Context: an optimization exercise on an open-source flow, tuned for small area, a short achievable clock period and few clock cycles per item. The choices shown serve that exercise and are no tape-out recipe.
Power figures rest on the tool's default switching activity, not on a simulated workload.

Setup of exp/onyx:
// filter
module filter
 #(parameter DWIDTH = 16,
   parameter DDWIDTH = 2*DWIDTH,
	parameter L = 160,
	parameter L_LOG = 8,
	parameter M = 147,
	parameter M_LOG = 8,
	parameter CWIDTH = 4*L,
	parameter J = 4,
	parameter J_LOG = 2)
  (input clk,
   input rst,
	output req_in,
	input ack_in,
	input signed [0:DWIDTH-1] data_in,
	output req_out,
	input ack_out,
	output signed [0:DWIDTH-1] data_out);
Size in the first run: about 2700 cells after synthesis, about 360 flip-flops, about 0.026 mm2 of cells after synthesis.
==> flow/config.mk <==
export PLATFORM = sky130hd
export DESIGN_NAME = filter
export DESIGN_NICKNAME = filter
export VERILOG_FILES = /design/flow/design.v
export SDC_FILE = /design/flow/constraint.sdc
export NUM_CORES = 4
export LEC_CHECK = 0
export CAP_MARGIN = 20
export CORE_MARGIN = 2
export CORE_UTILIZATION = 40
export CTS_CLUSTER_DIAMETER = 100
export CTS_CLUSTER_SIZE = 25
export SLEW_MARGIN = 20
export SYNTH_MEMORY_MAX_BITS = 16384
==> flow/constraint.sdc <==
create_clock -name core_clock -period 10.0 [get_ports {clk}]
set_input_delay 2.0000 -clock core_clock [delete_from_list [all_inputs] [get_ports {clk}]]
set_output_delay 2.0000 -clock core_clock [all_outputs]
set_load 0.01 [all_outputs]
standard.sh (not shown) runs the stock make flow with config.mk's settings and CLKGATE_MAP_FILE= SYNTH_SCRIPT=/design/flow/synth_recipe.tcl, a recipe that flattens the netlist after the stock synthesis.
==> flow/flow/run.sh <==
#!/bin/bash
# The standard layout (standard.sh), with these changes:
#  - synthesis skips the quick ABC pass inside Yosys's synth, so the adder
#    trees reach the full-adder extraction as written (same registers);
#  - timing repair aims below the clock period (larger setup margin).
set -euo pipefail
bash standard.sh SYNTH_ARGS=-noabc SETUP_SLACK_MARGIN=6.95 finish > standard_make.log 2>&1
Changes in exp/fjord relative to exp/onyx:
--- a/flow/design.v
+++ b/flow/design.v
@@ -1507,25 +1507,25 @@
   always @(posedge clk) begin acc[23:20] <= cs5[3:0]; ac[5] <= cs5[4]; end
   wire [4:0] cs6 = {1'b0, ts[27:24]} + {1'b0, tc[27:24]};
   always @(posedge clk) begin acc[27:24] <= cs6[3:0]; ac[6] <= cs6[4]; end
   wire [2:0] cs7 = ts[30:28] + tc[30:28];
   always @(posedge clk) acc[30:28] <= cs7;
   wire [30:0] acv = (31'd1 << 4) & {31{ac[0]}} | (31'd1 << 8) & {31{ac[1]}} | (31'd1 << 12) & {31{ac[2]}} | (31'd1 << 16) & {31{ac[3]}} | (31'd1 << 20) & {31{ac[4]}} | (31'd1 << 24) & {31{ac[5]}} | (31'd1 << 28) & {31{ac[6]}};
   wire [30:0] res = acc + acv;             
   wire dfree = !pend & !req_out_r;         
   wire take = req_out_r & ack_out;         
   wire ld_d = dfree & (spv | full);
   wire ld_s = full & (dfree ? spv : !spv);
   always @(posedge clk) begin
-    if (req_in_r) xb <= din;
+    if (!xbv) xb <= din;                   
     if (shift) begin
       x0 <= xb; x1 <= x0; x2 <= x1; x3 <= x2;
     end
     if (ld_s) sp <= res[30:15];
     if (rst) begin
       dout <= 16'd0;
       req_in_r <= 1'b1;
       xbv <= 1'b0;
       v0 <= 1'b0; v1 <= 1'b0; v2 <= 1'b0; v3 <= 1'b0;
       p <= 8'd0;
       a <= 8'd0;
       opb <= 1'b0;
==> comparison <==
- exp/fjord ended with every stage complete and zero timing, DRC or antenna violations.
- Looking at the reports, exp/onyx completed the entire flow and the layout it produced met the timing, design-rule and antenna checks.
- Proportion of cell area spent on the clock network of exp/onyx is on par with exp/fjord.
- Changes observed in exp/fjord relative to exp/onyx: slew at the pin closest to its max-slew limit picked up an extra 0.049 ns; non-filler instance count after layout up about 0.35%; internal power grew by about 2.5%.
- On clock power share, exp/onyx tracks exp/fjord almost exactly.
- The cell area of exp/fjord and that of exp/onyx are within noise of each other.
- exp/fjord vs. exp/onyx: number of vias in the routed layout now smaller, number of cells after detailed placement increased by 26 relative to the old numbers, layout buffering overhead excluding clock cells shrank by 0.73 points, global routing usage on met1 decreased by 2.1 points relative to the old numbers.
- exp/onyx → exp/fjord: area after synthesis has increased; worst slew margin relative to its limit has decreased; critical path depth in cells has decreased.
Function was not checked in any run of this note: the RTL went through the layout flow alone.

[re-timing with driven ports]
No port has a modelled driver above. Below, the same layouts with a new extraction and two added sets of constraints.
Step 1 assumes that a clkbuf_16 drives the clock port and a buf_2 every other input.
Step 2 adds t to the input delays and takes it off the output delays; t is the mean of the earliest and latest rising clock arrival at the registers after step 1. Input paths then give back, and output paths get back, about the clock's delay inside the block.
a / b / c = ideal / step 1 / step 2; a / b = the first two.
| run | shift t [ns] | setup WS [ns] | hold WS [ns] | slew at the worst register clock pin (ns) |
|---|---|---|---|---|
| exp/onyx | 0.605 | 6.871 / 6.816 / 6.419 | 0.438 / 0.438 / 0.438 | 0.10 / 0.10 |
| exp/fjord | 0.607 | 6.917 / 6.855 / 6.406 | 0.439 / 0.439 / 0.439 | 0.11 / 0.11 |
After both steps every run listed still meets setup and hold. The setup slack of exp/fjord, which loses most, moves by -0.062 ns with the drivers and by -0.511 ns with both steps.
